This design comes from an exercise in tuning for small area and a short achievable clock period on the open sky130 flow, not from production work. The RTL of this run was laid out without a check of its function.

===== flow/design.v =====
`default_nettype none
module fpu_s1 (
    input  logic [15:0] a,
    input  logic [15:0] b,
    input  logic        sub,
    output logic [14:0] sum,
    output logic        gsel,
    output logic [11:0] m0,
    output logic [12:0] m1,
    output logic        c8,
    output logic        st
);
    logic [4:0] ea, eb, d;
    logic [9:0] ms, mg;
    logic [12:0] s13, sh;
    logic sticky, eff_sub;
    logic [14:0] ext_g, ext_s;
    assign ea = a[14:10];
    assign eb = b[14:10];
    logic [4:0] dab, dba;
    logic e_gt;
    gt15 ucmp(.x(a[14:0]), .y(b[14:0]), .gt(gsel));
    gt5 uecmp(.x(ea), .y(eb), .gt(e_gt));
    sub5 uda(.x(ea), .y(~eb), .s(dab));
    sub5 udb(.x(eb), .y(~ea), .s(dba));
    assign d  = e_gt ? dab : dba;
    assign mg = gsel ? a[9:0] : b[9:0];
    assign ms = gsel ? b[9:0] : a[9:0];
    assign s13 = {1'b1, ms, 2'b00};
    assign sh  = s13 >> d;
    always_comb begin
        sticky = d > 5'd10;
        for (int j = 0; j < 8; j++)
            if (ms[j] && d > j + 2) sticky = 1'b1;
    end
    assign ext_g = {2'b01, mg, 3'b000};
    assign ext_s = {1'b0, sh, sticky};
    assign eff_sub = a[15] ^ b[15] ^ sub;
    add15 uadd(.x(ext_g), .y(ext_s ^ {15{eff_sub}}), .ci(eff_sub), .s(sum));
    logic [21:0] r0, r1;
    logic [8:0] lo;
    mul_tree mt(.a(a[9:0]), .b(b[9:0]), .r0, .r1);
    assign lo = {1'b0, r0[7:0]} + {1'b0, r1[7:0]};
    assign c8 = lo[8];
    assign st = |lo[7:0];
    assign m0 = r0[19:8];
    assign m1 = r1[20:8];
endmodule
module fpu_s2 (
    input  logic [15:0] a,
    input  logic [15:0] b,
    input  logic        op_mul,
    input  logic        op_sub,
    input  logic [14:0] sum,
    input  logic        gsel,
    input  logic [11:0] m0,
    input  logic [12:0] m1,
    input  logic        c8,
    input  logic        st,
    output logic [15:0] y
);
    logic sa, sb, sbx;
    logic [4:0] ea, eb, eg;
    logic a_e1, b_e1, a_nan, b_nan, a_inf, b_inf, a_0, b_0;
    logic sg;
    assign sa = a[15];
    assign sb = b[15];
    assign sbx = sb ^ op_sub;
    assign ea = a[14:10];
    assign eb = b[14:10];
    assign a_e1 = &ea;
    assign b_e1 = &eb;
    assign a_nan = a_e1 & (|a[9:0]);
    assign b_nan = b_e1 & (|b[9:0]);
    assign a_inf = a_e1 & ~(|a[9:0]);
    assign b_inf = b_e1 & ~(|b[9:0]);
    assign a_0 = ~(|ea);
    assign b_0 = ~(|eb);
    logic [3:0] nsh;
    logic [14:0] w;
    logic [5:0] exp_a;
    logic ru_a, ovf_a, unf_a, cancel;
    assign eg = gsel ? ea : eb;
    assign sg = gsel ? sa : sbx;
    always_comb begin
        nsh = 4'd12;
        for (int i = 2; i <= 14; i++)
            if (sum[i]) nsh = 4'(14 - i);
    end
    assign w = sum << nsh;
    assign exp_a = {1'b0, eg} + 6'd1 - {2'b00, nsh};
    assign ru_a = w[3] & (w[4] | w[2] | w[1] | w[0]);
    assign ovf_a = sum[14] & (eg == 5'd30);
    assign unf_a = {1'b0, nsh} > eg;
    assign cancel = sum == 15'd0;
    logic [13:0] prod;
    logic p21, rb, pn8, pn12, ru_m, carry_m, quirk, ovf_m, unf_m;
    logic [9:0] m;
    logic [4:0] e_m;
    add14 uprod(.x({2'b01, m0}), .y({1'b0, m1}), .ci(c8), .s(prod));
    assign p21 = prod[13];
    assign m    = p21 ? prod[12:3] : prod[11:2];
    assign rb   = p21 ? prod[2] : prod[1];
    assign pn8  = p21 ? prod[1] : prod[0];
    assign pn12 = p21 ? prod[5] : prod[4];
    assign ru_m = rb & (pn8 | st | pn12);
    assign carry_m = ru_m & (&m);
    logic [5:0] xe;
    logic [4:0] e0, e1;
    assign xe = {1'b0, ea} + {1'b0, eb};
    assign e0 = 5'(xe - 6'd15);
    assign e1 = 5'(xe - 6'd14);
    assign quirk = carry_m & (p21 ? xe >= 6'd29 : xe >= 6'd30);
    assign ovf_m = ~quirk & (p21 ? xe >= 6'd45 : xe >= 6'd46);
    assign unf_m = p21 ? (xe < 6'd14) | ((xe == 6'd14) & ~carry_m)
                       : (xe < 6'd15) | ((xe == 6'd15) & ~carry_m);
    assign e_m = quirk ? 5'd14 : (p21 ? e1 : e0);
    logic [14:0] pre, r15;
    logic ru, sgn, ovf, unf;
    assign pre = op_mul ? {e_m, m} : {exp_a[4:0], w[13:4]};
    assign ru  = op_mul ? ru_m : ru_a;
    inc15 uinc(.x(pre), .ci(ru), .s(r15));
    assign sgn = op_mul ? sa ^ sb : sg;
    assign ovf = op_mul ? ovf_m : ovf_a;
    assign unf = op_mul ? unf_m : unf_a;
    logic nan_r, inf_r, sel_a, sel_b, regular, sel_inf, sel_r, sgn_r;
    logic [14:0] mag;
    assign nan_r = a_nan | b_nan | (~op_mul & a_inf & b_inf & (sa ^ sbx));
    assign inf_r = ~nan_r & (a_inf | b_inf);
    assign sel_a = ~op_mul & ~a_0 & b_0 & ~nan_r & ~inf_r;
    assign sel_b = ~op_mul & a_0 & ~b_0 & ~nan_r & ~inf_r;
    assign regular = ~nan_r & ~inf_r & ~a_0 & ~b_0 & (op_mul | ~cancel);
    assign sel_inf = inf_r | (regular & ovf);
    assign sel_r = regular & ~ovf & ~unf;
    assign mag = ({15{nan_r}} & 15'h7FFF)
               | ({15{sel_inf}} & 15'h7C00)
               | ({15{sel_a}} & a[14:0])
               | ({15{sel_b}} & b[14:0])
               | ({15{sel_r}} & r15);
    assign sgn_r = nan_r
                 | (inf_r & (op_mul ? sa ^ sb : (a_inf ? sa : sbx)))
                 | (sel_a & (sa ^ op_sub))
                 | (sel_b & sbx)
                 | (regular & sgn);
    assign y = {sgn_r, mag};
endmodule
module mul_tree (input logic [9:0] a, input logic [9:0] b, output logic [21:0] r0, output logic [21:0] r1);
    logic pp_0_0, pp_0_1, pp_0_2, pp_0_3, pp_0_4, pp_0_5, pp_0_6, pp_0_7, pp_0_8, pp_0_9, pp_1_0, pp_1_1, pp_1_2, pp_1_3, pp_1_4, pp_1_5, pp_1_6, pp_1_7, pp_1_8, pp_1_9, pp_2_0, pp_2_1, pp_2_2, pp_2_3, pp_2_4, pp_2_5, pp_2_6, pp_2_7, pp_2_8, pp_2_9, pp_3_0, pp_3_1, pp_3_2, pp_3_3, pp_3_4, pp_3_5, pp_3_6, pp_3_7, pp_3_8, pp_3_9, pp_4_0, pp_4_1, pp_4_2, pp_4_3, pp_4_4, pp_4_5, pp_4_6, pp_4_7, pp_4_8, pp_4_9, pp_5_0, pp_5_1, pp_5_2, pp_5_3, pp_5_4, pp_5_5, pp_5_6, pp_5_7, pp_5_8, pp_5_9, pp_6_0, pp_6_1, pp_6_2, pp_6_3, pp_6_4, pp_6_5, pp_6_6, pp_6_7, pp_6_8, pp_6_9, pp_7_0, pp_7_1, pp_7_2, pp_7_3, pp_7_4, pp_7_5, pp_7_6, pp_7_7, pp_7_8, pp_7_9, pp_8_0, pp_8_1, pp_8_2, pp_8_3, pp_8_4, pp_8_5, pp_8_6, pp_8_7, pp_8_8, pp_8_9, pp_9_0, pp_9_1, pp_9_2, pp_9_3, pp_9_4, pp_9_5, pp_9_6, pp_9_7, pp_9_8, pp_9_9, t1, t2, t3, t4, t5, t6, t7, t8, t9, t10, t11, t12, t13, t14, t15, t16, t17, t18, t19, t20, t21, t22, t23, t24, t25, t26, t27, t28, t29, t30, t31, t32, t33, t34, t35, t36, t37, t38, t39, t40, t41, t42, t43, t44, t45, t46, t47, t48, t49, t50, t51, t52, t53, t54, t55, t56, t57, t58, t59, t60, t61, t62, t63, t64, t65, t66, t67, t68, t69, t70, t71, t72, t73, t74, t75, t76, t77, t78, t79, t80, t81, t82, t83, t84, t85, t86, t87, t88, t89, t90, t91, t92, t93, t94, t95, t96, t97, t98, t99, t100, t101, t102, t103, t104, t105, t106, t107, t108, t109, t110, t111, t112, t113, t114, t115, t116, t117, t118, t119, t120, t121, t122, t123, t124, t125, t126, t127, t128, t129, t130, t131, t132, t133, t134, t135, t136, t137, t138, t139, t140, t141, t142, t143, t144, t145, t146, t147, t148, t149, t150, t151, t152, t153, t154, t155, t156, t157, t158, t159, t160, t161, t162, t163, t164, t165, t166, t167, t168, t169, t170, t171, t172, t173, t174, t175, t176, t177, t178, t179, t180;
    assign pp_0_0 = a[0] & b[0];
    assign pp_0_1 = a[0] & b[1];
    assign pp_0_2 = a[0] & b[2];
    assign pp_0_3 = a[0] & b[3];
    assign pp_0_4 = a[0] & b[4];
    assign pp_0_5 = a[0] & b[5];
    assign pp_0_6 = a[0] & b[6];
    assign pp_0_7 = a[0] & b[7];
    assign pp_0_8 = a[0] & b[8];
    assign pp_0_9 = a[0] & b[9];
    assign pp_1_0 = a[1] & b[0];
    assign pp_1_1 = a[1] & b[1];
    assign pp_1_2 = a[1] & b[2];
    assign pp_1_3 = a[1] & b[3];
    assign pp_1_4 = a[1] & b[4];
    assign pp_1_5 = a[1] & b[5];
    assign pp_1_6 = a[1] & b[6];
    assign pp_1_7 = a[1] & b[7];
    assign pp_1_8 = a[1] & b[8];
    assign pp_1_9 = a[1] & b[9];
    assign pp_2_0 = a[2] & b[0];
    assign pp_2_1 = a[2] & b[1];
    assign pp_2_2 = a[2] & b[2];
    assign pp_2_3 = a[2] & b[3];
    assign pp_2_4 = a[2] & b[4];
    assign pp_2_5 = a[2] & b[5];
    assign pp_2_6 = a[2] & b[6];
    assign pp_2_7 = a[2] & b[7];
    assign pp_2_8 = a[2] & b[8];
    assign pp_2_9 = a[2] & b[9];
    assign pp_3_0 = a[3] & b[0];
    assign pp_3_1 = a[3] & b[1];
    assign pp_3_2 = a[3] & b[2];
    assign pp_3_3 = a[3] & b[3];
    assign pp_3_4 = a[3] & b[4];
    assign pp_3_5 = a[3] & b[5];
    assign pp_3_6 = a[3] & b[6];
    assign pp_3_7 = a[3] & b[7];
    assign pp_3_8 = a[3] & b[8];
    assign pp_3_9 = a[3] & b[9];
    assign pp_4_0 = a[4] & b[0];
    assign pp_4_1 = a[4] & b[1];
    assign pp_4_2 = a[4] & b[2];
    assign pp_4_3 = a[4] & b[3];
    assign pp_4_4 = a[4] & b[4];
    assign pp_4_5 = a[4] & b[5];
    assign pp_4_6 = a[4] & b[6];
    assign pp_4_7 = a[4] & b[7];
    assign pp_4_8 = a[4] & b[8];
    assign pp_4_9 = a[4] & b[9];
    assign pp_5_0 = a[5] & b[0];
    assign pp_5_1 = a[5] & b[1];
    assign pp_5_2 = a[5] & b[2];
    assign pp_5_3 = a[5] & b[3];
    assign pp_5_4 = a[5] & b[4];
    assign pp_5_5 = a[5] & b[5];
    assign pp_5_6 = a[5] & b[6];
    assign pp_5_7 = a[5] & b[7];
    assign pp_5_8 = a[5] & b[8];
    assign pp_5_9 = a[5] & b[9];
    assign pp_6_0 = a[6] & b[0];
    assign pp_6_1 = a[6] & b[1];
    assign pp_6_2 = a[6] & b[2];
    assign pp_6_3 = a[6] & b[3];
    assign pp_6_4 = a[6] & b[4];
    assign pp_6_5 = a[6] & b[5];
    assign pp_6_6 = a[6] & b[6];
    assign pp_6_7 = a[6] & b[7];
    assign pp_6_8 = a[6] & b[8];
    assign pp_6_9 = a[6] & b[9];
    assign pp_7_0 = a[7] & b[0];
    assign pp_7_1 = a[7] & b[1];
    assign pp_7_2 = a[7] & b[2];
    assign pp_7_3 = a[7] & b[3];
    assign pp_7_4 = a[7] & b[4];
    assign pp_7_5 = a[7] & b[5];
    assign pp_7_6 = a[7] & b[6];
    assign pp_7_7 = a[7] & b[7];
    assign pp_7_8 = a[7] & b[8];
    assign pp_7_9 = a[7] & b[9];
    assign pp_8_0 = a[8] & b[0];
    assign pp_8_1 = a[8] & b[1];
    assign pp_8_2 = a[8] & b[2];
    assign pp_8_3 = a[8] & b[3];
    assign pp_8_4 = a[8] & b[4];
    assign pp_8_5 = a[8] & b[5];
    assign pp_8_6 = a[8] & b[6];
    assign pp_8_7 = a[8] & b[7];
    assign pp_8_8 = a[8] & b[8];
    assign pp_8_9 = a[8] & b[9];
    assign pp_9_0 = a[9] & b[0];
    assign pp_9_1 = a[9] & b[1];
    assign pp_9_2 = a[9] & b[2];
    assign pp_9_3 = a[9] & b[3];
    assign pp_9_4 = a[9] & b[4];
    assign pp_9_5 = a[9] & b[5];
    assign pp_9_6 = a[9] & b[6];
    assign pp_9_7 = a[9] & b[7];
    assign pp_9_8 = a[9] & b[8];
    assign pp_9_9 = a[9] & b[9];
    assign t1 = pp_0_9 ^ pp_1_8;
    assign t2 = pp_0_9 & pp_1_8;
    fa3 u_t3 (.x(a[0]), .y(pp_1_9), .z(pp_2_8), .s(t3), .c(t4));
    assign t5 = pp_3_7 ^ pp_4_6;
    assign t6 = pp_3_7 & pp_4_6;
    fa3 u_t7 (.x(a[1]), .y(pp_2_9), .z(pp_3_8), .s(t7), .c(t8));
    assign t9 = pp_4_7 ^ pp_5_6;
    assign t10 = pp_4_7 & pp_5_6;
    fa3 u_t11 (.x(a[2]), .y(pp_3_9), .z(pp_4_8), .s(t11), .c(t12));
    assign t13 = pp_0_6 ^ pp_1_5;
    assign t14 = pp_0_6 & pp_1_5;
    fa3 u_t15 (.x(pp_0_7), .y(pp_1_6), .z(pp_2_5), .s(t15), .c(t16));
    assign t17 = pp_3_4 ^ pp_4_3;
    assign t18 = pp_3_4 & pp_4_3;
    fa3 u_t19 (.x(pp_0_8), .y(pp_1_7), .z(pp_2_6), .s(t19), .c(t20));
    fa3 u_t21 (.x(pp_3_5), .y(pp_4_4), .z(pp_5_3), .s(t21), .c(t22));
    assign t23 = pp_6_2 ^ pp_7_1;
    assign t24 = pp_6_2 & pp_7_1;
    fa3 u_t25 (.x(pp_2_7), .y(pp_3_6), .z(pp_4_5), .s(t25), .c(t26));
    fa3 u_t27 (.x(pp_5_4), .y(pp_6_3), .z(pp_7_2), .s(t27), .c(t28));
    fa3 u_t29 (.x(pp_8_1), .y(pp_9_0), .z(t1), .s(t29), .c(t30));
    fa3 u_t31 (.x(pp_5_5), .y(pp_6_4), .z(pp_7_3), .s(t31), .c(t32));
    fa3 u_t33 (.x(pp_8_2), .y(pp_9_1), .z(b[0]), .s(t33), .c(t34));
    fa3 u_t35 (.x(t2), .y(t3), .z(t5), .s(t35), .c(t36));
    fa3 u_t37 (.x(pp_6_5), .y(pp_7_4), .z(pp_8_3), .s(t37), .c(t38));
    fa3 u_t39 (.x(pp_9_2), .y(b[1]), .z(t4), .s(t39), .c(t40));
    fa3 u_t41 (.x(t6), .y(t7), .z(t9), .s(t41), .c(t42));
    fa3 u_t43 (.x(pp_5_7), .y(pp_6_6), .z(pp_7_5), .s(t43), .c(t44));
    fa3 u_t45 (.x(pp_8_4), .y(pp_9_3), .z(b[2]), .s(t45), .c(t46));
    fa3 u_t47 (.x(t8), .y(t10), .z(t11), .s(t47), .c(t48));
    fa3 u_t49 (.x(a[3]), .y(pp_4_9), .z(pp_5_8), .s(t49), .c(t50));
    fa3 u_t51 (.x(pp_6_7), .y(pp_7_6), .z(pp_8_5), .s(t51), .c(t52));
    fa3 u_t53 (.x(pp_9_4), .y(b[3]), .z(t12), .s(t53), .c(t54));
    fa3 u_t55 (.x(a[4]), .y(pp_5_9), .z(pp_6_8), .s(t55), .c(t56));
    fa3 u_t57 (.x(pp_7_7), .y(pp_8_6), .z(pp_9_5), .s(t57), .c(t58));
    fa3 u_t59 (.x(a[5]), .y(pp_6_9), .z(pp_7_8), .s(t59), .c(t60));
    assign t61 = pp_0_4 ^ pp_1_3;
    assign t62 = pp_0_4 & pp_1_3;
    fa3 u_t63 (.x(pp_0_5), .y(pp_1_4), .z(pp_2_3), .s(t63), .c(t64));
    assign t65 = pp_3_2 ^ pp_4_1;
    assign t66 = pp_3_2 & pp_4_1;
    fa3 u_t67 (.x(pp_2_4), .y(pp_3_3), .z(pp_4_2), .s(t67), .c(t68));
    fa3 u_t69 (.x(pp_5_1), .y(pp_6_0), .z(t13), .s(t69), .c(t70));
    fa3 u_t71 (.x(pp_5_2), .y(pp_6_1), .z(pp_7_0), .s(t71), .c(t72));
    fa3 u_t73 (.x(t14), .y(t15), .z(t17), .s(t73), .c(t74));
    fa3 u_t75 (.x(pp_8_0), .y(t16), .z(t18), .s(t75), .c(t76));
    fa3 u_t77 (.x(t19), .y(t21), .z(t23), .s(t77), .c(t78));
    fa3 u_t79 (.x(t20), .y(t22), .z(t24), .s(t79), .c(t80));
    fa3 u_t81 (.x(t25), .y(t27), .z(t29), .s(t81), .c(t82));
    fa3 u_t83 (.x(t26), .y(t28), .z(t30), .s(t83), .c(t84));
    fa3 u_t85 (.x(t31), .y(t33), .z(t35), .s(t85), .c(t86));
    fa3 u_t87 (.x(t32), .y(t34), .z(t36), .s(t87), .c(t88));
    fa3 u_t89 (.x(t37), .y(t39), .z(t41), .s(t89), .c(t90));
    fa3 u_t91 (.x(t38), .y(t40), .z(t42), .s(t91), .c(t92));
    fa3 u_t93 (.x(t43), .y(t45), .z(t47), .s(t93), .c(t94));
    fa3 u_t95 (.x(t44), .y(t46), .z(t48), .s(t95), .c(t96));
    fa3 u_t97 (.x(t49), .y(t51), .z(t53), .s(t97), .c(t98));
    fa3 u_t99 (.x(b[4]), .y(t50), .z(t52), .s(t99), .c(t100));
    fa3 u_t101 (.x(t54), .y(t55), .z(t57), .s(t101), .c(t102));
    fa3 u_t103 (.x(pp_8_7), .y(pp_9_6), .z(b[5]), .s(t103), .c(t104));
    fa3 u_t105 (.x(t56), .y(t58), .z(t59), .s(t105), .c(t106));
    fa3 u_t107 (.x(a[6]), .y(pp_7_9), .z(pp_8_8), .s(t107), .c(t108));
    fa3 u_t109 (.x(pp_9_7), .y(b[6]), .z(t60), .s(t109), .c(t110));
    fa3 u_t111 (.x(a[7]), .y(pp_8_9), .z(pp_9_8), .s(t111), .c(t112));
    assign t113 = pp_0_3 ^ pp_1_2;
    assign t114 = pp_0_3 & pp_1_2;
    fa3 u_t115 (.x(pp_2_2), .y(pp_3_1), .z(pp_4_0), .s(t115), .c(t116));
    fa3 u_t117 (.x(pp_5_0), .y(t62), .z(t63), .s(t117), .c(t118));
    fa3 u_t119 (.x(t64), .y(t66), .z(t67), .s(t119), .c(t120));
    fa3 u_t121 (.x(t68), .y(t70), .z(t71), .s(t121), .c(t122));
    fa3 u_t123 (.x(t72), .y(t74), .z(t75), .s(t123), .c(t124));
    fa3 u_t125 (.x(t76), .y(t78), .z(t79), .s(t125), .c(t126));
    fa3 u_t127 (.x(t80), .y(t82), .z(t83), .s(t127), .c(t128));
    fa3 u_t129 (.x(t84), .y(t86), .z(t87), .s(t129), .c(t130));
    fa3 u_t131 (.x(t88), .y(t90), .z(t91), .s(t131), .c(t132));
    fa3 u_t133 (.x(t92), .y(t94), .z(t95), .s(t133), .c(t134));
    fa3 u_t135 (.x(t96), .y(t98), .z(t99), .s(t135), .c(t136));
    fa3 u_t137 (.x(t100), .y(t102), .z(t103), .s(t137), .c(t138));
    fa3 u_t139 (.x(t104), .y(t106), .z(t107), .s(t139), .c(t140));
    fa3 u_t141 (.x(b[7]), .y(t108), .z(t110), .s(t141), .c(t142));
    fa3 u_t143 (.x(a[8]), .y(pp_9_9), .z(b[8]), .s(t143), .c(t144));
    assign t145 = pp_0_2 ^ pp_1_1;
    assign t146 = pp_0_2 & pp_1_1;
    fa3 u_t147 (.x(pp_2_1), .y(pp_3_0), .z(t113), .s(t147), .c(t148));
    fa3 u_t149 (.x(t61), .y(t114), .z(t115), .s(t149), .c(t150));
    fa3 u_t151 (.x(t65), .y(t116), .z(t117), .s(t151), .c(t152));
    fa3 u_t153 (.x(t69), .y(t118), .z(t119), .s(t153), .c(t154));
    fa3 u_t155 (.x(t73), .y(t120), .z(t121), .s(t155), .c(t156));
    fa3 u_t157 (.x(t77), .y(t122), .z(t123), .s(t157), .c(t158));
    fa3 u_t159 (.x(t81), .y(t124), .z(t125), .s(t159), .c(t160));
    fa3 u_t161 (.x(t85), .y(t126), .z(t127), .s(t161), .c(t162));
    fa3 u_t163 (.x(t89), .y(t128), .z(t129), .s(t163), .c(t164));
    fa3 u_t165 (.x(t93), .y(t130), .z(t131), .s(t165), .c(t166));
    fa3 u_t167 (.x(t97), .y(t132), .z(t133), .s(t167), .c(t168));
    fa3 u_t169 (.x(t101), .y(t134), .z(t135), .s(t169), .c(t170));
    fa3 u_t171 (.x(t105), .y(t136), .z(t137), .s(t171), .c(t172));
    fa3 u_t173 (.x(t109), .y(t138), .z(t139), .s(t173), .c(t174));
    fa3 u_t175 (.x(t111), .y(t140), .z(t141), .s(t175), .c(t176));
    fa3 u_t177 (.x(t112), .y(t142), .z(t143), .s(t177), .c(t178));
    fa3 u_t179 (.x(a[9]), .y(b[9]), .z(t144), .s(t179), .c(t180));
    assign r0 = {1'b0, 1'b1, t178, t176, t174, t172, t170, t168, t166, t164, t162, t160, t158, t156, t154, t152, t150, t148, t146, pp_2_0, pp_0_1, pp_0_0};
    assign r1 = {1'b0, t180, t179, t177, t175, t173, t171, t169, t167, t165, t163, t161, t159, t157, t155, t153, t151, t149, t147, t145, pp_1_0, 1'b0};
endmodule
module fa3 (input logic x, y, z, output logic s, c);
    assign s = x ^ y ^ z;
    assign c = (x & y) | (x & z) | (y & z);
endmodule
module gt15 (input logic [14:0] x, input logic [14:0] y, output logic gt);
    logic [14:0] p, g;
    logic G1, P1, G2, P2, G3, P3, G4, P4, G5, P5, G6, P6, G7, P7, G8, P8, G9, P9, G10, P10, G11, P11, G12, P12, G13, P13, G14, P14;
    assign p = ~(x ^ y);
    assign g = x & ~y;
    pg_cell u1 (.gh(g[1]), .ph(p[1]), .gl(g[0]), .pl(p[0]), .go(G1), .po(P1));
    pg_cell u2 (.gh(g[3]), .ph(p[3]), .gl(g[2]), .pl(p[2]), .go(G2), .po(P2));
    pg_cell u3 (.gh(g[5]), .ph(p[5]), .gl(g[4]), .pl(p[4]), .go(G3), .po(P3));
    pg_cell u4 (.gh(g[7]), .ph(p[7]), .gl(g[6]), .pl(p[6]), .go(G4), .po(P4));
    pg_cell u5 (.gh(g[9]), .ph(p[9]), .gl(g[8]), .pl(p[8]), .go(G5), .po(P5));
    pg_cell u6 (.gh(g[11]), .ph(p[11]), .gl(g[10]), .pl(p[10]), .go(G6), .po(P6));
    pg_cell u7 (.gh(g[13]), .ph(p[13]), .gl(g[12]), .pl(p[12]), .go(G7), .po(P7));
    pg_cell u8 (.gh(G2), .ph(P2), .gl(G1), .pl(P1), .go(G8), .po(P8));
    pg_cell u9 (.gh(G4), .ph(P4), .gl(G3), .pl(P3), .go(G9), .po(P9));
    pg_cell u10 (.gh(G6), .ph(P6), .gl(G5), .pl(P5), .go(G10), .po(P10));
    pg_cell u11 (.gh(g[14]), .ph(p[14]), .gl(G7), .pl(P7), .go(G11), .po(P11));
    pg_cell u12 (.gh(G9), .ph(P9), .gl(G8), .pl(P8), .go(G12), .po(P12));
    pg_cell u13 (.gh(G11), .ph(P11), .gl(G10), .pl(P10), .go(G13), .po(P13));
    pg_g u14 (.gh(G13), .ph(P13), .gl(G12), .go(G14));
    assign gt = G14;
endmodule
module gt5 (input logic [4:0] x, input logic [4:0] y, output logic gt);
    logic [4:0] p, g;
    logic G1, P1, G2, P2, G3, P3, G4, P4;
    assign p = ~(x ^ y);
    assign g = x & ~y;
    pg_cell u1 (.gh(g[1]), .ph(p[1]), .gl(g[0]), .pl(p[0]), .go(G1), .po(P1));
    pg_cell u2 (.gh(g[3]), .ph(p[3]), .gl(g[2]), .pl(p[2]), .go(G2), .po(P2));
    pg_cell u3 (.gh(G2), .ph(P2), .gl(G1), .pl(P1), .go(G3), .po(P3));
    pg_g u4 (.gh(g[4]), .ph(p[4]), .gl(G3), .go(G4));
    assign gt = G4;
endmodule
module sub5 (input logic [4:0] x, input logic [4:0] y, output logic [4:0] s);
    logic [4:0] p, g;
    logic G1, P1, G2, P2, G3, P3, G4, P4, G5, P5;
    assign p = x ^ y;
    assign g = x & y;
    logic g0c;
    assign g0c = x[0] | y[0];
    pg_cell u1 (.gh(g[1]), .ph(p[1]), .gl(g0c), .pl(p[0]), .go(G1), .po(P1));
    pg_cell u2 (.gh(g[3]), .ph(p[3]), .gl(g[2]), .pl(p[2]), .go(G2), .po(P2));
    pg_g u3 (.gh(g[2]), .ph(p[2]), .gl(G1), .go(G3));
    pg_cell u4 (.gh(G2), .ph(P2), .gl(G1), .pl(P1), .go(G4), .po(P4));
    pg_g u5 (.gh(g[4]), .ph(p[4]), .gl(G4), .go(G5));
    assign s = p ^ {G4, G3, G1, g0c, 1'b1};
endmodule
module add15 (input logic [14:0] x, input logic [14:0] y, input logic ci, output logic [14:0] s);
    logic [14:0] p, g;
    logic G1, P1, G2, P2, G3, P3, G4, P4, G5, P5, G6, P6, G7, P7, G8, P8, G9, P9, G10, P10, G11, P11, G12, P12, G13, P13, G14, P14, G15, P15, G16, P16, G17, P17, G18, P18, G19, P19, G20, P20, G21, P21, G22, P22, G23, P23, G24, P24, G25, P25, G26, P26, G27, P27, G28, P28;
    assign p = x ^ y;
    assign g = x & y;
    logic g0c;
    pg_g u_cin (.gh(g[0]), .ph(p[0]), .gl(ci), .go(g0c));
    pg_cell u1 (.gh(g[1]), .ph(p[1]), .gl(g0c), .pl(p[0]), .go(G1), .po(P1));
    pg_cell u2 (.gh(g[3]), .ph(p[3]), .gl(g[2]), .pl(p[2]), .go(G2), .po(P2));
    pg_cell u3 (.gh(g[5]), .ph(p[5]), .gl(g[4]), .pl(p[4]), .go(G3), .po(P3));
    pg_cell u4 (.gh(g[7]), .ph(p[7]), .gl(g[6]), .pl(p[6]), .go(G4), .po(P4));
    pg_cell u5 (.gh(g[9]), .ph(p[9]), .gl(g[8]), .pl(p[8]), .go(G5), .po(P5));
    pg_cell u6 (.gh(g[11]), .ph(p[11]), .gl(g[10]), .pl(p[10]), .go(G6), .po(P6));
    pg_cell u7 (.gh(g[13]), .ph(p[13]), .gl(g[12]), .pl(p[12]), .go(G7), .po(P7));
    pg_g u8 (.gh(g[2]), .ph(p[2]), .gl(G1), .go(G8));
    pg_cell u9 (.gh(G2), .ph(P2), .gl(G1), .pl(P1), .go(G9), .po(P9));
    pg_cell u10 (.gh(g[6]), .ph(p[6]), .gl(G3), .pl(P3), .go(G10), .po(P10));
    pg_cell u11 (.gh(G4), .ph(P4), .gl(G3), .pl(P3), .go(G11), .po(P11));
    pg_cell u12 (.gh(g[10]), .ph(p[10]), .gl(G5), .pl(P5), .go(G12), .po(P12));
    pg_cell u13 (.gh(G6), .ph(P6), .gl(G5), .pl(P5), .go(G13), .po(P13));
    pg_cell u14 (.gh(g[14]), .ph(p[14]), .gl(G7), .pl(P7), .go(G14), .po(P14));
    pg_g u15 (.gh(g[4]), .ph(p[4]), .gl(G9), .go(G15));
    pg_g u16 (.gh(G3), .ph(P3), .gl(G9), .go(G16));
    pg_g u17 (.gh(G10), .ph(P10), .gl(G9), .go(G17));
    pg_cell u18 (.gh(G11), .ph(P11), .gl(G9), .pl(P9), .go(G18), .po(P18));
    pg_cell u19 (.gh(g[12]), .ph(p[12]), .gl(G13), .pl(P13), .go(G19), .po(P19));
    pg_cell u20 (.gh(G7), .ph(P7), .gl(G13), .pl(P13), .go(G20), .po(P20));
    pg_cell u21 (.gh(G14), .ph(P14), .gl(G13), .pl(P13), .go(G21), .po(P21));
    pg_g u22 (.gh(g[8]), .ph(p[8]), .gl(G18), .go(G22));
    pg_g u23 (.gh(G5), .ph(P5), .gl(G18), .go(G23));
    pg_g u24 (.gh(G12), .ph(P12), .gl(G18), .go(G24));
    pg_g u25 (.gh(G13), .ph(P13), .gl(G18), .go(G25));
    pg_g u26 (.gh(G19), .ph(P19), .gl(G18), .go(G26));
    pg_g u27 (.gh(G20), .ph(P20), .gl(G18), .go(G27));
    pg_g u28 (.gh(G21), .ph(P21), .gl(G18), .go(G28));
    assign s = p ^ {G27, G26, G25, G24, G23, G22, G18, G17, G16, G15, G9, G8, G1, g0c, ci};
endmodule
module add14 (input logic [13:0] x, input logic [13:0] y, input logic ci, output logic [13:0] s);
    logic [13:0] p, g;
    logic G1, P1, G2, P2, G3, P3, G4, P4, G5, P5, G6, P6, G7, P7, G8, P8, G9, P9, G10, P10, G11, P11, G12, P12, G13, P13, G14, P14, G15, P15, G16, P16, G17, P17, G18, P18, G19, P19, G20, P20, G21, P21, G22, P22, G23, P23, G24, P24, G25, P25;
    assign p = x ^ y;
    assign g = x & y;
    logic g0c;
    pg_g u_cin (.gh(g[0]), .ph(p[0]), .gl(ci), .go(g0c));
    pg_cell u1 (.gh(g[1]), .ph(p[1]), .gl(g0c), .pl(p[0]), .go(G1), .po(P1));
    pg_cell u2 (.gh(g[3]), .ph(p[3]), .gl(g[2]), .pl(p[2]), .go(G2), .po(P2));
    pg_cell u3 (.gh(g[5]), .ph(p[5]), .gl(g[4]), .pl(p[4]), .go(G3), .po(P3));
    pg_cell u4 (.gh(g[7]), .ph(p[7]), .gl(g[6]), .pl(p[6]), .go(G4), .po(P4));
    pg_cell u5 (.gh(g[9]), .ph(p[9]), .gl(g[8]), .pl(p[8]), .go(G5), .po(P5));
    pg_cell u6 (.gh(g[11]), .ph(p[11]), .gl(g[10]), .pl(p[10]), .go(G6), .po(P6));
    pg_cell u7 (.gh(g[13]), .ph(p[13]), .gl(g[12]), .pl(p[12]), .go(G7), .po(P7));
    pg_g u8 (.gh(g[2]), .ph(p[2]), .gl(G1), .go(G8));
    pg_cell u9 (.gh(G2), .ph(P2), .gl(G1), .pl(P1), .go(G9), .po(P9));
    pg_cell u10 (.gh(g[6]), .ph(p[6]), .gl(G3), .pl(P3), .go(G10), .po(P10));
    pg_cell u11 (.gh(G4), .ph(P4), .gl(G3), .pl(P3), .go(G11), .po(P11));
    pg_cell u12 (.gh(g[10]), .ph(p[10]), .gl(G5), .pl(P5), .go(G12), .po(P12));
    pg_cell u13 (.gh(G6), .ph(P6), .gl(G5), .pl(P5), .go(G13), .po(P13));
    pg_g u14 (.gh(g[4]), .ph(p[4]), .gl(G9), .go(G14));
    pg_g u15 (.gh(G3), .ph(P3), .gl(G9), .go(G15));
    pg_g u16 (.gh(G10), .ph(P10), .gl(G9), .go(G16));
    pg_cell u17 (.gh(G11), .ph(P11), .gl(G9), .pl(P9), .go(G17), .po(P17));
    pg_cell u18 (.gh(g[12]), .ph(p[12]), .gl(G13), .pl(P13), .go(G18), .po(P18));
    pg_cell u19 (.gh(G7), .ph(P7), .gl(G13), .pl(P13), .go(G19), .po(P19));
    pg_g u20 (.gh(g[8]), .ph(p[8]), .gl(G17), .go(G20));
    pg_g u21 (.gh(G5), .ph(P5), .gl(G17), .go(G21));
    pg_g u22 (.gh(G12), .ph(P12), .gl(G17), .go(G22));
    pg_g u23 (.gh(G13), .ph(P13), .gl(G17), .go(G23));
    pg_g u24 (.gh(G18), .ph(P18), .gl(G17), .go(G24));
    pg_g u25 (.gh(G19), .ph(P19), .gl(G17), .go(G25));
    assign s = p ^ {G24, G23, G22, G21, G20, G17, G16, G15, G14, G9, G8, G1, g0c, ci};
endmodule
module inc15 (input logic [14:0] x, input logic ci, output logic [14:0] s);
    logic A1, A2, A3, A4, A5, A6, A7, A8, A9, A10, A11, A12, A13, A14, A15, A16, A17, A18, A19, A20, A21, A22, A23, A24, A25, A26, A27, A28;
    and_cell u1 (.a(x[1]), .b(x[0]), .y(A1));
    and_cell u2 (.a(x[3]), .b(x[2]), .y(A2));
    and_cell u3 (.a(x[5]), .b(x[4]), .y(A3));
    and_cell u4 (.a(x[7]), .b(x[6]), .y(A4));
    and_cell u5 (.a(x[9]), .b(x[8]), .y(A5));
    and_cell u6 (.a(x[11]), .b(x[10]), .y(A6));
    and_cell u7 (.a(x[13]), .b(x[12]), .y(A7));
    and_cell u8 (.a(x[2]), .b(A1), .y(A8));
    and_cell u9 (.a(A2), .b(A1), .y(A9));
    and_cell u10 (.a(x[6]), .b(A3), .y(A10));
    and_cell u11 (.a(A4), .b(A3), .y(A11));
    and_cell u12 (.a(x[10]), .b(A5), .y(A12));
    and_cell u13 (.a(A6), .b(A5), .y(A13));
    and_cell u14 (.a(x[14]), .b(A7), .y(A14));
    and_cell u15 (.a(x[4]), .b(A9), .y(A15));
    and_cell u16 (.a(A3), .b(A9), .y(A16));
    and_cell u17 (.a(A10), .b(A9), .y(A17));
    and_cell u18 (.a(A11), .b(A9), .y(A18));
    and_cell u19 (.a(x[12]), .b(A13), .y(A19));
    and_cell u20 (.a(A7), .b(A13), .y(A20));
    and_cell u21 (.a(A14), .b(A13), .y(A21));
    and_cell u22 (.a(x[8]), .b(A18), .y(A22));
    and_cell u23 (.a(A5), .b(A18), .y(A23));
    and_cell u24 (.a(A12), .b(A18), .y(A24));
    and_cell u25 (.a(A13), .b(A18), .y(A25));
    and_cell u26 (.a(A19), .b(A18), .y(A26));
    and_cell u27 (.a(A20), .b(A18), .y(A27));
    and_cell u28 (.a(A21), .b(A18), .y(A28));
    assign s = x ^ {(A27 & ci), (A26 & ci), (A25 & ci), (A24 & ci), (A23 & ci), (A22 & ci), (A18 & ci), (A17 & ci), (A16 & ci), (A15 & ci), (A9 & ci), (A8 & ci), (A1 & ci), (x[0] & ci), ci};
endmodule
module pg_cell (input logic gh, ph, gl, pl, output logic go, po);
    assign go = gh | (ph & gl);
    assign po = ph & pl;
endmodule
module pg_g (input logic gh, ph, gl, output logic go);
    assign go = gh | (ph & gl);
endmodule
module and_cell (input logic a, b, output logic y);
    assign y = a & b;
endmodule
module input_16(
    input logic clock, reset,
    input logic [9:0] data_in,
    output logic [15:0] num1, num2,
    output logic op_mul, op_sub,
    output logic start,
    output logic sub_now
);
    logic count;
    logic is_a, is_b, is_op;
    assign is_a  = data_in[1:0] == 2'b01;
    assign is_b  = data_in[1:0] == 2'b10;
    assign is_op = data_in[1:0] == 2'b11;
    assign sub_now = is_op ? data_in[3] : op_sub;
    always_ff @(posedge clock or posedge reset) begin
        if (reset) begin
            num1 <= 'd0;
            num2 <= 'd0;
            start <= 1'b0;
            count <= 1'b0;
        end
        else begin
            if (is_a && !count) num1[7:0]  <= data_in[9:2];
            if (is_a &&  count) num1[15:8] <= data_in[9:2];
            if (is_b && !count) num2[7:0]  <= data_in[9:2];
            if (is_b &&  count) num2[15:8] <= data_in[9:2];
            if (is_a || is_b) count <= ~count;
            start <= is_op;
        end
    end
    always_ff @(posedge clock) begin
        if (is_op) begin
            op_mul <= data_in[4];
            op_sub <= data_in[3];
        end
    end
endmodule: input_16
module output_16(
    input logic clock, reset,
    input logic [15:0] ans,
    input logic done_calc,
    output logic [9:0] data_out
);
    logic count;
    logic valid;
    logic [7:0] byte_q;
    assign data_out = {byte_q, valid, valid};
    always_ff @(posedge clock or posedge reset) begin
        if (reset) begin
            byte_q <= 'd0;
            valid <= 1'b0;
            count <= 1'b0;
        end
        else begin
            valid <= done_calc | count;
            count <= done_calc;
            byte_q <= done_calc ? ans[15:8] : count ? ans[7:0] : 8'd0;
        end
    end
endmodule: output_16
module top(
    input logic clock, reset,
    input logic [9:0] inp,
    output logic [9:0] out
);
    logic [15:0] a, b, y;
    logic op_mul, op_sub, start;
    logic sub_now;
    input_16 in1(.clock, .reset, .data_in(inp), .num1(a), .num2(b),
                 .op_mul, .op_sub, .start, .sub_now);
    logic [14:0] sum, sum_d;
    logic gsel, gsel_d;
    logic [11:0] m0, m0_d;
    logic [12:0] m1, m1_d;
    logic c8, c8_d, st, st_d;
    fpu_s1 s1(.a, .b, .sub(sub_now), .sum(sum_d), .gsel(gsel_d),
              .m0(m0_d), .m1(m1_d), .c8(c8_d), .st(st_d));
    always_ff @(posedge clock) begin
        sum  <= sum_d;
        gsel <= gsel_d;
        m0   <= m0_d;
        m1   <= m1_d;
        c8   <= c8_d;
        st   <= st_d;
    end
    fpu_s2 s2(.a, .b, .op_mul, .op_sub, .sum, .gsel, .m0, .m1, .c8, .st, .y);
    output_16 out1(.clock, .reset, .ans(y), .done_calc(start), .data_out(out));
endmodule

===== flow/run.sh =====
#!/bin/bash
# synth_recipe.tcl (not shown) runs the flow's synth.tcl, then flattens the netlist and writes it again
# the make line also repeats each setting of config.mk as NAME=value (left out here)
make -C /OpenROAD-flow-scripts/flow DESIGN_CONFIG=/design/flow/config.mk WORK_HOME=/design/flow/orfs CLKGATE_MAP_FILE= SYNTH_SCRIPT=/design/flow/synth_recipe.tcl finish

===== flow/config.mk =====
export PLATFORM = sky130hd
export DESIGN_NAME = top
export DESIGN_NICKNAME = top
export VERILOG_FILES = /design/flow/design.v
export SDC_FILE = /design/flow/constraint.sdc
export NUM_CORES = 4
export LEC_CHECK = 0
export CAP_MARGIN = 20
export CORE_MARGIN = 2
export CORE_UTILIZATION = 40
export SETUP_SLACK_MARGIN = 3.5
export SLEW_MARGIN = 20
export SYNTH_HIERARCHICAL = 1
export SYNTH_MINIMUM_KEEP_SIZE = 0

===== flow/constraint.sdc =====
create_clock -name core_clock -period 8.0 [get_ports {clock}]
set_input_delay 1.6000 -clock core_clock [delete_from_list [all_inputs] [get_ports {clock}]]
set_output_delay 1.6000 -clock core_clock [all_outputs]
set_load 0.01 [all_outputs]

==> metrics.md <==
| Metric | Value |
|---|---|
| WHS Path Cells | 1 |
| Ys Warns | 11 |
| Die width | 175.2 um |
| Clock Latency Late Sink | 0.37 ns |
| Initial antenna violation count | 0 |
| Vias per cell | 5.553 |
| Min-delay src | in1.count |
| Drt first pass iters | 5 |
| Hold crit path type | flip-flop to flip-flop |
| # H-tree levels | 3 |
| IO buf count | 21 |
| Drc violations | 0 |
| Root Buffer | clkbuf_16 |
| Worst path arrival time | 4.71 ns |
| Placed instance area | 11960 um^2 |
| Share of cells above drive strength 1 | 21.10% |
| Vias in the first global route | 9001 |
| RSZ-0062 raised after global routing | yes |
| Global-route wire length before repair | 50.29 mm |
| Number of CTS-inserted buffers | 9 |
| Area taken by multi-input logic gates | 9211 um^2 |
| Starting Density | 40.73% |
| Inst Count DP | 1569 |
| Setup TNS | 0 ns |
| Status | timing/DRC/antenna clean |
| Die Ht | 175.2 um |
| Largest net degree at the start of global routing | 35 |
| Fin crit share | 55.49% |
| Post-place setup slack | 2.604 ns |
| Post-Syn Instances | 1227 |
| Nets | 1462 |
| CORE AREA | 28780 um^2 |
| Diode count | 0 |
| CTS tree | yes |
| Syn Area/Cell | 9.553 um^2 |
| Max Cap Viol | 0 |
| CTS max path bufs | 2 |
| Final Cell Area | 13230 um^2 |
| R2R depth | 24 |
| Row Count | 62 |
| Routed Antenna Nets | 0 |
| Gr usage total | 20.79% |
| WS Path Type | flip-flop to flip-flop |
| Hold buffers post-CTS | 0 |
| Routed WL | 31.80 mm |
| Crit. End Element | flip-flop |
| # IOs | 22 |
| DR iter-0 viols | 696 |
| Req. time, crit path | 8.28 ns |
| Non-filler cells, final | 1659 |
| Gpl congestion | 0.8936 |
| Final Hold Fails | 0 |
| FF-to-FF Start | m1[0] |
| Total number of vias | 9212 |
| Measured slew at the worst slew-check pin | 1.072 ns |
| Filler Cells Inserted | 2695 |
| Clk pin slew, worst setup/hold paths | 0.08 ns |
| Reg-to-reg slack, setup | 3.56 ns |
| Hold path endpoint | in1.count |
| Post-synth design cell area | 11720 um^2 |
| Setup WS post-layout | 3.561 ns |
| Final Setup Violations | 0 |
| Startpoint Class | flip-flop |
| Relative slew slack | 27.93% |
| Routed wire per std cell | 19.17 um |
| Crit path time final | 4.439 ns |
| Worst-path fanout max | 4 |
| HPWL Detailed | 23.25 mm |
| Layout area overhead | 12.86% |
| Fin Clk Skew | 0.01811 ns |
| Pins over their slew limit | 0 |
| Die area | 30690 um^2 |
| Register area | 2071 um^2 |
| Reg2reg end | out1.byte_q[5] |
| Clk sinks | 89 |
| GR Overflow Total | 0 |
| Fmax | 225.3 MHz |
-- critical path, cell delays in order (launching register included) --
cell and delay, ns:
dfxtp_2 0.33, ha_4 0.23, a21o_1 0.19, a21o_1 0.21, a21o_4 0.24, a21o_4 0.20
a21o_1 0.17, xor3_4 0.36, buf_6 0.16, buf_4 0.16, mux2i_4 0.24, nand2_2 0.09
o31ai_2 0.07, a31oi_1 0.09, a211o_1 0.34, and2_4 0.18, and2_4 0.15, and2_4 0.13
and2_4 0.13, nand2_2 0.07, xnor2_2 0.12, nand3_1 0.09, o211ai_1 0.21, nand2_1 0.10
o21ai_2 0.11
-- repair_timing --
action	CTS	global route
gates resized for setup	73	46
gates cloned	2	2
pin swaps	27	21
buffers inserted	26	44
endpoints found under the setup margin	21	19
-- state kept, by name (all words and copies together), names as in the netlist, 8 cells and up --
register,flops
m0,12
m1,13
sum,15
out1.byte_q,8
in1.num2,16
in1.num1,16
-- area by class of cell --
class                   instances  area share [%]
well taps                     384           3.632
clock buffers                  10           1.806
clock inverters                 6          0.3216
repair buffers                102           6.488
flip-flops and latches         89           15.65
inverters                      86           2.469
multi-input cells             982           69.63
-- routing by layer --
layer | up-vias | track usage, % | wire length [um]
met5 | - | 0 | 0
met4 | 0 | 6.076 | 891
met3 | 53 | 2.306 | 1268
met2 | 244 | 34.51 | 14810
met1 | 4548 | 28.54 | 14830
li1 | 4367 | - | -
-- placed cells by master (no fill, tap or decap), types with 9 or more instances in the layout --
master and count:
a221oi_1 12, inv_1 83, buf_4 70, clkbuf_16 9, dfrtp_4 11, nor3_1 14, nand3_1 11, o21ai_2 9
and2_1 156, xor2_1 39, a21o_1 73, nor2_1 34, mux2i_1 31, fa_1 82, dfrtp_2 13, conb_1 9
mux2_4 17, nand2_1 38, a211oi_1 10, o21a_1 9, clkdlybuf4s50_1 18, a21oi_1 33, o21ai_0 24, xnor2_1 36
dfrtp_1 20, nand2b_1 10, dfxtp_1 43, ha_1 96, mux2_2 36, nor4_1 11
-- metrics by stage --
step	hold slack [ns]	utilization (%)
2_1_floorplan	0.4584	-
3_3_place_gp	0.5524	41.55
3_5_place_dp	0.5603	41.55
4_1_cts	0.5722	44.17
5_1_grt	0.6094	45.97
6_report	0.5726	45.97
-- worst max-delay path by stage --
stage | from | end | slack (ns) | depth (start not counted)
6_report | m1[0] | out1.byte_q[5] | 3.56 | 24
5_1_grt | m1[0] | out1.byte_q[5] | 3.35 | 24
4_1_cts | m0[0] | out1.byte_q[5] | 3.38 | 24
3_5_place_dp | inp[0] | sum[14] | 2.60 | 15
3_3_place_gp | inp[0] | sum[14] | 2.65 | 15
2_1_floorplan | inp[0] | sum[14] | 3.52 | 12

re-timing with driven ports:
The results above use ideal ports. As a check the final layout listed here was re-extracted and re-timed, cells and wires unchanged. Step 1 assumes that a clkbuf_16 drives the clock port and a buf_2 every other input. Step 2 times the ports against the registers' clock, not the clock port: input delays grow and output delays shrink by t, the midpoint of the rising clock arrivals with the driver on. Slacks: ideal ports / drivers / drivers and shift; pairs: ideal ports / drivers.
shift t [ns]: 0.406
setup slack, ns: 3.561 / 3.561 / 3.298
hold WS [ns]: 0.573 / 0.573 / 0.573
worst slew at a driven data input, ns: 0.04
After both steps this run still meets setup and hold. The setup slack of this run moves by 0.000 ns with the drivers and by -0.263 ns with both steps.
